Source: an optimization exercise on an open RTL-to-GDS flow (aim: small area, a short achievable clock period and few clock cycles per item). Production flows keep margins and buffers that such runs may drop.
RTL that was checked went through simulation tests only; none was proved equivalent to the original.
No driver is modelled on the clock port, so clock power and skew are understated where the tree is cut down; a real chip needs a root buffer or a tree.
No activity file was given, so power comes from the tool's default toggle rates.

Design apb_fifo, start of the top module:
module apb_fifo (
    input  wire        clk,
    input  wire        rst,
    input  wire        psel,
    input  wire [3:0]  paddr,
    input  wire [31:0] pwdata,
    input  wire        penable,
    input  wire        pwrite,
    output wire [31:0] prdata,
    output wire        pready
);
reg [31:0] mem [0:15];    
reg [15:0] vld;           
reg        wacc;          
reg [3:0]  wa;            
reg [3:0]  cnt;           
reg        racc;          
reg        rdo;           
reg [31:0] rdq;           
wire setup = psel & ~penable;
wire full  = (cnt == 4'd15);
wire empty = (cnt == 4'd0);
wire [15:0] wsel = {16{wacc}} & (16'b1 << wa);    
always @(posedge clk or negedge rst) begin
    if (!rst) begin
        rdo  <= 1'b0;
        wacc <= 1'b0;
        racc <= 1'b0;
        cnt  <= 4'd0;
        vld  <= 16'b0;
    end else begin
        rdo  <= setup & (pwrite ? ~full : ~empty);
        wacc <= setup & pwrite & ~full;
        racc <= setup & ~pwrite & ~empty;
        if (wacc)
            cnt <= cnt + 4'd1;
        else if (racc)
            cnt <= cnt - 4'd1;
        vld <= vld | wsel;
    end
end
wire [63:0] rsel;    
genvar c;
generate
    for (c = 0; c < 4; c = c + 1) begin : g_rsel
        apb_fifo_rsel u_rsel (.paddr(paddr), .vld(vld), .sel(rsel[16*c +: 16]));
    end
endgenerate
wire [31:0] rword;
genvar b, k;
generate
    for (b = 0; b < 32; b = b + 1) begin : g_rbit
        wire [7:0] t;
        wire [1:0] u;
        for (k = 0; k < 8; k = k + 1) begin : g_pair
            apb_fifo_aoi22 u_aoi (.a1(rsel[16*(b/8) + 2*k]), .a2(mem[2*k][b]),
                                  .b1(rsel[16*(b/8) + 2*k+1]), .b2(mem[2*k+1][b]), .y(t[k]));
        end
        apb_fifo_and4  u_a0 (.a(t[3:0]), .y(u[0]));
  ...
Size in the first run: ~1100 cells after synthesis, ~570 flip-flops, about 74 I/O pins.
==> module apb_fifo, before the edit <==
module apb_fifo (
    input  wire        clk,
    input  wire        rst,
    input  wire        psel,
    input  wire [3:0]  paddr,
    input  wire [31:0] pwdata,
    input  wire        penable,
    input  wire        pwrite,
    output wire [31:0] prdata,
    output wire        pready
);
reg [31:0] mem [0:15];    
reg [15:0] vld;           
reg        wacc;          
reg [3:0]  wa;            
reg [3:0]  cnt;           
reg        racc;          
reg        rdo;           
reg [31:0] rdq;           
wire setup = psel & ~penable;
wire full  = (cnt == 4'd15);
wire empty = (cnt == 4'd0);
wire [15:0] wsel = {16{wacc}} & (16'b1 << wa);    
always @(posedge clk or negedge rst) begin
    if (!rst) begin
        rdo  <= 1'b0;
        wacc <= 1'b0;
        racc <= 1'b0;
        cnt  <= 4'd0;
        vld  <= 16'b0;
    end else begin
        rdo  <= setup & (pwrite ? ~full : ~empty);
        wacc <= setup & pwrite & ~full;
        racc <= setup & ~pwrite & ~empty;
        if (wacc)
            cnt <= cnt + 4'd1;
        else if (racc)
            cnt <= cnt - 4'd1;
        vld <= vld | wsel;
    end
end
wire [63:0] rsel;    
genvar c;
generate
    for (c = 0; c < 4; c = c + 1) begin : g_rsel
        apb_fifo_rsel u_rsel (.paddr(paddr), .vld(vld), .sel(rsel[16*c +: 16]));
    end
endgenerate
wire [31:0] rword;
genvar b, k;
generate
    for (b = 0; b < 32; b = b + 1) begin : g_rbit
        wire [7:0] t;
        wire [1:0] u;
        for (k = 0; k < 8; k = k + 1) begin : g_pair
            apb_fifo_aoi22 u_aoi (.a1(rsel[16*(b/8) + 2*k]), .a2(mem[2*k][b]),
                                  .b1(rsel[16*(b/8) + 2*k+1]), .b2(mem[2*k+1][b]), .y(t[k]));
        end
        apb_fifo_and4  u_a0 (.a(t[3:0]), .y(u[0]));
        apb_fifo_and4  u_a1 (.a(t[7:4]), .y(u[1]));
        apb_fifo_nand2 u_nd (.a(u[0]), .b(u[1]), .y(rword[b]));
    end
endgenerate
integer i;
always @(posedge clk) begin
    wa  <= paddr;
    for (i = 0; i < 16; i = i + 1)
        if (wsel[i])
            mem[i] <= pwdata;
    rdq <= rword;
end
assign prdata = rdq;
assign pready = rdo;
endmodule
Settings: LEC_CHECK=0, CAP_MARGIN=20, CORE_MARGIN=2, CORE_UTILIZATION=65, SETUP_SLACK_MARGIN=3.1, SLEW_MARGIN=20, SYNTH_HIERARCHICAL=1, SYNTH_MINIMUM_KEEP_SIZE=0, TNS_END_PERCENT=100; clock period 5.0 ns.
standard.sh (not shown) runs the stock make flow with config.mk's settings and CLKGATE_MAP_FILE= SYNTH_SCRIPT=/design/flow/synth_recipe.tcl, a recipe that flattens the netlist after the stock synthesis.
==> flow/flow/run.sh <==
#!/bin/bash
# Standard layout (bash standard.sh, all ORFS steps), with changes to clock
# tree synthesis and the timing repair that follows it:
#  - TritonCTS builds smaller sink clusters of clkbuf_8 and no dummy loads;
set -euo pipefail
here=$(pwd)
export CTS_ARGS="-sink_clustering_enable -repair_clock_nets -dont_use_dummy_load -sink_clustering_size 16 -sink_clustering_max_diameter 50 -buf_list sky130_fd_sc_hd__clkbuf_8"
# ORFS's own repair after CTS is skipped: post_cts.tcl repairs in steps instead.
export SKIP_CTS_REPAIR_TIMING=1
export FLOW_REPAIR_STEPS="${FLOW_REPAIR_STEPS:-2.5 2.6 2.7 2.8 2.85 2.9 2.95 3.0 3.05 3.1 3.15 3.2}"
export FLOW_FALLBACK_STEPS="2.5 2.6 2.7 2.8 2.9"
export FLOW_DOWNSIZE="${FLOW_DOWNSIZE-^a22oi$}"
export POST_CTS_TCL="$here/flow/post_cts.tcl"
bash standard.sh > "$here/standard.log" 2>&1
Other scripts of this flow, unchanged in this note and not shown: flow/flow/post_cts.tcl, flow/flow/probe.tcl, flow/flow/procs.tcl
Testbench counts at the start, summed over its fixed seeds: cycles 6,400, transfers 3,200.
Then changed:
--- a/flow/design.v
+++ b/flow/design.v
@@ -13,30 +13,26 @@
 reg [15:0] vld;           
 reg        wacc;          
 reg [3:0]  wa;            
 reg [3:0]  cnt;           
-reg        racc;          
+reg        rdy;           
 reg        rdo;           
 reg [31:0] rdq;           
 wire setup = psel & ~penable;
 wire full  = (cnt == 4'd15);
 wire empty = (cnt == 4'd0);
 wire [15:0] wsel = {16{wacc}} & (16'b1 << wa);    
 always @(posedge clk or negedge rst) begin
     if (!rst) begin
-        rdo  <= 1'b0;
+        rdy  <= 1'b0;
         wacc <= 1'b0;
-        racc <= 1'b0;
         cnt  <= 4'd0;
         vld  <= 16'b0;
     end else begin
-        rdo  <= setup & (pwrite ? ~full : ~empty);
+        rdy  <= setup & (pwrite ? ~full : ~empty);
         wacc <= setup & pwrite & ~full;
-        racc <= setup & ~pwrite & ~empty;
-        if (wacc)
-            cnt <= cnt + 4'd1;
-        else if (racc)
-            cnt <= cnt - 4'd1;
+        if (rdy)
+            cnt <= pwrite ? cnt + 4'd1 : cnt - 4'd1;
         vld <= vld | wsel;
     end
 end
 wire [63:0] rsel;    
@@ -62,8 +58,9 @@
     end
 endgenerate
 integer i;
 always @(posedge clk) begin
+    rdo <= setup & (pwrite ? ~full : ~empty);
     wa  <= paddr;
     for (i = 0; i < 16; i = i + 1)
         if (wsel[i])
             mem[i] <= pwdata;
The new run ran to the end with no violations.
Utilization hardly moves.
Total power increases slightly.
Global-route usage drops by 0.53 points.
Via count went up slightly.
Design area hardly moves.
Setup slack gets better by 0.0091 ns.
Testbench counts after the change, summed over its fixed seeds: cycles 6,400, transfers 3,200.

---

== the previous run ==
The RTL this note starts from:
==> flow/design.v <==
module apb_fifo (
    input  wire        clk,
    input  wire        rst,
    input  wire        psel,
    input  wire [3:0]  paddr,
    input  wire [31:0] pwdata,
    input  wire        penable,
    input  wire        pwrite,
    output wire [31:0] prdata,
    output wire        pready
);
reg [31:0] mem [0:15];    
reg [15:0] vld;           
reg [15:0] wsel;          
reg [3:0]  cnt;           
reg        rdy;           
reg [31:0] rdq;           
wire setup = psel & ~penable;
wire full  = (cnt == 4'd15);
wire empty = (cnt == 4'd0);
always @(posedge clk or negedge rst) begin
    if (!rst) begin
        rdy  <= 1'b0;
        wsel <= 16'b0;
        cnt  <= 4'd0;
        vld  <= 16'b0;
    end else begin
        rdy  <= setup & (pwrite ? ~full : ~empty);
        wsel <= (setup & pwrite & ~full) ? (16'b1 << paddr) : 16'b0;
        if (rdy)
            cnt <= pwrite ? cnt + 4'd1 : cnt - 4'd1;
        vld <= vld | wsel;
    end
end
wire [15:0] rsel = vld & (16'b1 << paddr);
wire [31:0] rword;
genvar b, k;
generate
    for (b = 0; b < 32; b = b + 1) begin : g_rbit
        wire [7:0] t;
        wire [1:0] u;
        for (k = 0; k < 8; k = k + 1) begin : g_pair
            apb_fifo_aoi22 u_aoi (.a1(rsel[2*k]), .a2(mem[2*k][b]),
                                  .b1(rsel[2*k+1]), .b2(mem[2*k+1][b]), .y(t[k]));
        end
        apb_fifo_and4  u_a0 (.a(t[3:0]), .y(u[0]));
        apb_fifo_and4  u_a1 (.a(t[7:4]), .y(u[1]));
        apb_fifo_nand2 u_nd (.a(u[0]), .b(u[1]), .y(rword[b]));
    end
endgenerate
integer i;
always @(posedge clk) begin
    for (i = 0; i < 16; i = i + 1)
        if (wsel[i])
            mem[i] <= pwdata;
    rdq <= rword;
end
assign prdata = rdq;
assign pready = rdy;
endmodule
module apb_fifo_aoi22 (input wire a1, a2, b1, b2, output wire y);
assign y = ~((a1 & a2) | (b1 & b2));
endmodule
module apb_fifo_and4 (input wire [3:0] a, output wire y);
assign y = &a;
endmodule
module apb_fifo_nand2 (input wire a, b, output wire y);
assign y = ~(a & b);
endmodule
export LEC_CHECK = 0
export CAP_MARGIN = 20
export CORE_MARGIN = 2
export CORE_UTILIZATION = 55
export SETUP_SLACK_MARGIN = 3.0
export SLEW_MARGIN = 20
export SYNTH_HIERARCHICAL = 1
export SYNTH_MINIMUM_KEEP_SIZE = 0
export TNS_END_PERCENT = 5
create_clock -name core_clock -period 5.0 [get_ports {clk}]
==> flow/flow/run.sh <==
#!/bin/bash
# Standard layout (bash standard.sh, all ORFS steps), with changes to clock
# tree synthesis and the timing repair that follows it:
#  - TritonCTS builds smaller sink clusters of clkbuf_8 and no dummy loads;
set -euo pipefail
here=$(pwd)
export CTS_ARGS="-sink_clustering_enable -repair_clock_nets -dont_use_dummy_load -sink_clustering_size 16 -sink_clustering_max_diameter 50 -buf_list sky130_fd_sc_hd__clkbuf_8"
# ORFS's own repair after CTS is skipped: post_cts.tcl repairs in steps instead.
export SKIP_CTS_REPAIR_TIMING=1
export FLOW_REPAIR_STEPS="${FLOW_REPAIR_STEPS:-2.5 2.6 2.7 2.8 2.85 2.9 2.95 3.0 3.05 3.1 3.15 3.2}"
export FLOW_FALLBACK_STEPS="2.5 2.6 2.7 2.8 2.9"
export FLOW_DOWNSIZE="${FLOW_DOWNSIZE:-1}"
export POST_CTS_TCL="$here/flow/post_cts.tcl"
bash standard.sh > "$here/standard.log" 2>&1
Other scripts of this flow, unchanged in this note and not shown: flow/flow/post_cts.tcl, flow/flow/probe.tcl, flow/flow/procs.tcl
The previous run has completed all stages; timing, DRC and antenna checks passed.
### the previous run -> the current run
diff --git a/flow/design.v b/flow/design.v
--- a/flow/design.v
+++ b/flow/design.v
@@ -30,20 +30,26 @@
         if (rdy)
             cnt <= pwrite ? cnt + 4'd1 : cnt - 4'd1;
         vld <= vld | wsel;
     end
 end
-wire [15:0] rsel = vld & (16'b1 << paddr);
+wire [63:0] rsel;    
+genvar c;
+generate
+    for (c = 0; c < 4; c = c + 1) begin : g_rsel
+        apb_fifo_rsel u_rsel (.paddr(paddr), .vld(vld), .sel(rsel[16*c +: 16]));
+    end
+endgenerate
 wire [31:0] rword;
 genvar b, k;
 generate
     for (b = 0; b < 32; b = b + 1) begin : g_rbit
         wire [7:0] t;
         wire [1:0] u;
         for (k = 0; k < 8; k = k + 1) begin : g_pair
-            apb_fifo_aoi22 u_aoi (.a1(rsel[2*k]), .a2(mem[2*k][b]),
-                                  .b1(rsel[2*k+1]), .b2(mem[2*k+1][b]), .y(t[k]));
+            apb_fifo_aoi22 u_aoi (.a1(rsel[16*(b/8) + 2*k]), .a2(mem[2*k][b]),
+                                  .b1(rsel[16*(b/8) + 2*k+1]), .b2(mem[2*k+1][b]), .y(t[k]));
         end
         apb_fifo_and4  u_a0 (.a(t[3:0]), .y(u[0]));
         apb_fifo_and4  u_a1 (.a(t[7:4]), .y(u[1]));
         apb_fifo_nand2 u_nd (.a(u[0]), .b(u[1]), .y(rword[b]));
     end
@@ -65,5 +71,12 @@
 assign y = &a;
 endmodule
 module apb_fifo_nand2 (input wire a, b, output wire y);
 assign y = ~(a & b);
 endmodule
+module apb_fifo_rsel (
+    input  wire [3:0]  paddr,
+    input  wire [15:0] vld,
+    output wire [15:0] sel
+);
+assign sel = vld & (16'b1 << paddr);
+endmodule
### Flow results
The current run completed end to end with timing, DRC and antenna clean.
Delta (the current run minus the previous run): average wire per cell in the routed design went down by 5.3%; relative area change from synthesis to final layout went down by 1.9 points; met1 track demand over resource went down by 2.8 points; global-route usage went down by 1.6 points.
The current run does worse than the previous run on via count.
Higher area fraction in compound gates after synthesis among the previous run and the current run: the previous run
Compared to the previous run, the current run has routed length on met3 1.6% lower.
The previous run and the current run ended up with nearly the same share of final layout cell area taken by clock buffers and inverters.
Between the current run and the previous run, the share of the clock period used by the worst path figures differ only marginally.
The current run vs the previous run — worst setup timing slack at the placement stage dropped 0.11 ns.
For synthesized cell count, dividing the value from the previous run by the value from the current run gives 0.935.
The current run vs the previous run — final cell count climbed by a few percent
Clock group share of total power delta (the previous run -> the current run): insignificant
The current run vs the previous run, worst setup path endpoint: rdq[1]$_DFF_P_ vs rdq[10]$_DFF_P_
Clock latency on the worst-skew pair on the current run is up relative to the previous run.
Testbench counts of the current run, summed over its fixed seeds: cycles 6,400, transfers 3,200.
For the previous run, only the layout was checked, not whether the RTL still works.

---

the reference run:
Starts from the design.v that is shown in full above.
==> flow/config.mk <==
export PLATFORM = sky130hd
export DESIGN_NAME = apb_fifo
export DESIGN_NICKNAME = apb_fifo
export VERILOG_FILES = /design/flow/design.v
export SDC_FILE = /design/flow/constraint.sdc
export NUM_CORES = 4
export LEC_CHECK = 0
export CAP_MARGIN = 20
export CORE_MARGIN = 2
export CORE_UTILIZATION = 55
export SETUP_SLACK_MARGIN = 3.1
export SLEW_MARGIN = 20
export SYNTH_HIERARCHICAL = 1
export SYNTH_MINIMUM_KEEP_SIZE = 0
export TNS_END_PERCENT = 100
==> flow/constraint.sdc <==
create_clock -name core_clock -period 5.0 [get_ports {clk}]
set_input_delay 1.0000 -clock core_clock [delete_from_list [all_inputs] [get_ports {clk}]]
set_output_delay 1.0000 -clock core_clock [all_outputs]
set_load 0.01 [all_outputs]
Scripts as last shown in full above: flow/flow/run.sh
Other scripts of this flow, unchanged in this note and not shown: flow/flow/post_cts.tcl, flow/flow/probe.tcl, flow/flow/procs.tcl
### the reference run -> the trial run
==> flow/design.v, changed modules only <==
module apb_fifo (
    input  wire        clk,
    input  wire        rst,
    input  wire        psel,
    input  wire [3:0]  paddr,
    input  wire [31:0] pwdata,
    input  wire        penable,
    input  wire        pwrite,
    output wire [31:0] prdata,
    output wire        pready
);
reg [31:0] mem [0:15];    
reg [15:0] vld;           
reg [15:0] wsel;          
reg [3:0]  cnt;           
reg        rdy;           
reg [31:0] rdq;           
wire setup = psel & ~penable;
wire full  = (cnt == 4'd15);
wire empty = (cnt == 4'd0);
always @(posedge clk or negedge rst) begin
    if (!rst) begin
        rdy  <= 1'b0;
        wsel <= 16'b0;
        cnt  <= 4'd0;
        vld  <= 16'b0;
    end else begin
        rdy  <= setup & (pwrite ? ~full : ~empty);
        wsel <= (setup & pwrite & ~full) ? (16'b1 << paddr) : 16'b0;
        if (rdy)
            cnt <= pwrite ? cnt + 4'd1 : cnt - 4'd1;
        vld <= vld | wsel;
    end
end
wire [63:0] rsel;    
genvar c;
generate
    for (c = 0; c < 4; c = c + 1) begin : g_rsel
        apb_fifo_rsel u_rsel (.paddr(paddr), .vld(vld), .sel(rsel[16*c +: 16]));
    end
endgenerate
wire [31:0] rword;
genvar b, k;
generate
    for (b = 0; b < 32; b = b + 1) begin : g_rbit
        wire [7:0] t;
        wire [1:0] u;
        for (k = 0; k < 8; k = k + 1) begin : g_pair
            apb_fifo_aoi22 u_aoi (.a1(rsel[16*(b/8) + 2*k]), .a2(mem[2*k][b]),
                                  .b1(rsel[16*(b/8) + 2*k+1]), .b2(mem[2*k+1][b]), .y(t[k]));
        end
        apb_fifo_and4  u_a0 (.a(t[3:0]), .y(u[0]));
        apb_fifo_and4  u_a1 (.a(t[7:4]), .y(u[1]));
        apb_fifo_nand2 u_nd (.a(u[0]), .b(u[1]), .y(rword[b]));
    end
endgenerate
integer i;
always @(posedge clk) begin
    for (i = 0; i < 16; i = i + 1)
        if (wsel[i])
            mem[i] <= pwdata;
    rdq <= rword;
end
assign prdata = rdq;
assign pready = rdy;
endmodule
module apb_fifo_rsel (
    input  wire [3:0]  paddr,
    input  wire [15:0] vld,
    output wire [15:0] sel
);
assign sel = vld & (16'b1 << paddr);
endmodule
Findings:
- The trial run ran to completion and came out clean on the timing, DRC and antenna checks.
- The trial run against the reference run: power flat; utilization down 1.9 points; internal power contribution down about 0.47%; standard-cell row count +1.
- On post-route clock period utilization, the trial run and the reference run are neck and neck.
- Compared with the reference run, the trial run shows a higher count of nets after finishing.
- Compared with the reference run, the trial run improves final setup slack of the worst path.
- Status: initial core utilization parity (the trial run, the reference run)
- The reference run has a lower via count than the trial run.
- The reference run → the trial run: area of the mapped netlist increased 440 um^2; power per unit of standard cell area rose by about 1%; number of multi-input combinational cells in the layout saw an increase.
Testbench counts of the trial run, summed over its fixed seeds: cycles 6,400, transfers 3,200.
Function not checked in the reference run: the RTL went through the layout flow alone.

separate check: timing with driven ports:
No port has a modelled driver above. Below, the same layouts with a new extraction and two added sets of constraints. Step 1, drivers: a clkbuf_16 drives clk and a buf_2 each remaining input, both assumed. Step 2 moves the port delays by t, midway between the first and last clock arrival at a register: inputs arrive t later, outputs are due t later. That takes back most of the time a late clock gives input paths. a / b / c = ideal ports / drivers / drivers and shift; a / b = the first two.
| run | t (ns) | setup WS [ns] | worst setup path at the end | slew at the worst register clock pin (ns) | worst slew at a driven data input, ns |
|---|---|---|---|---|---|
| the first run of note 1 | 0.472 | 3.092 / 3.010 / 2.664 | input to register | 0.10 / 0.10 | 0.07 |
| the second run of note 1 | 0.468 | 3.101 / 3.022 / 2.655 | input to register | 0.09 / 0.09 | 0.06 |
| the previous run | 0.507 | 3.019 / 2.948 / 2.591 | input to register | 0.10 / 0.10 | 0.07 |
| the current run | 0.514 | 3.012 / 2.968 / 2.559 | input to register | 0.10 / 0.10 | 0.05 |
| the reference run | 0.511 | 3.059 / 2.964 / 2.633 | input to register | 0.10 / 0.10 | 0.07 |
| the trial run | 0.506 | 3.065 / 2.969 / 2.643 | input to register | 0.10 / 0.10 | 0.06 |
After both steps setup and hold are still met in every run listed. The setup slack of the current run, which loses most, moves by -0.044 ns with the drivers and by -0.453 ns with both steps.
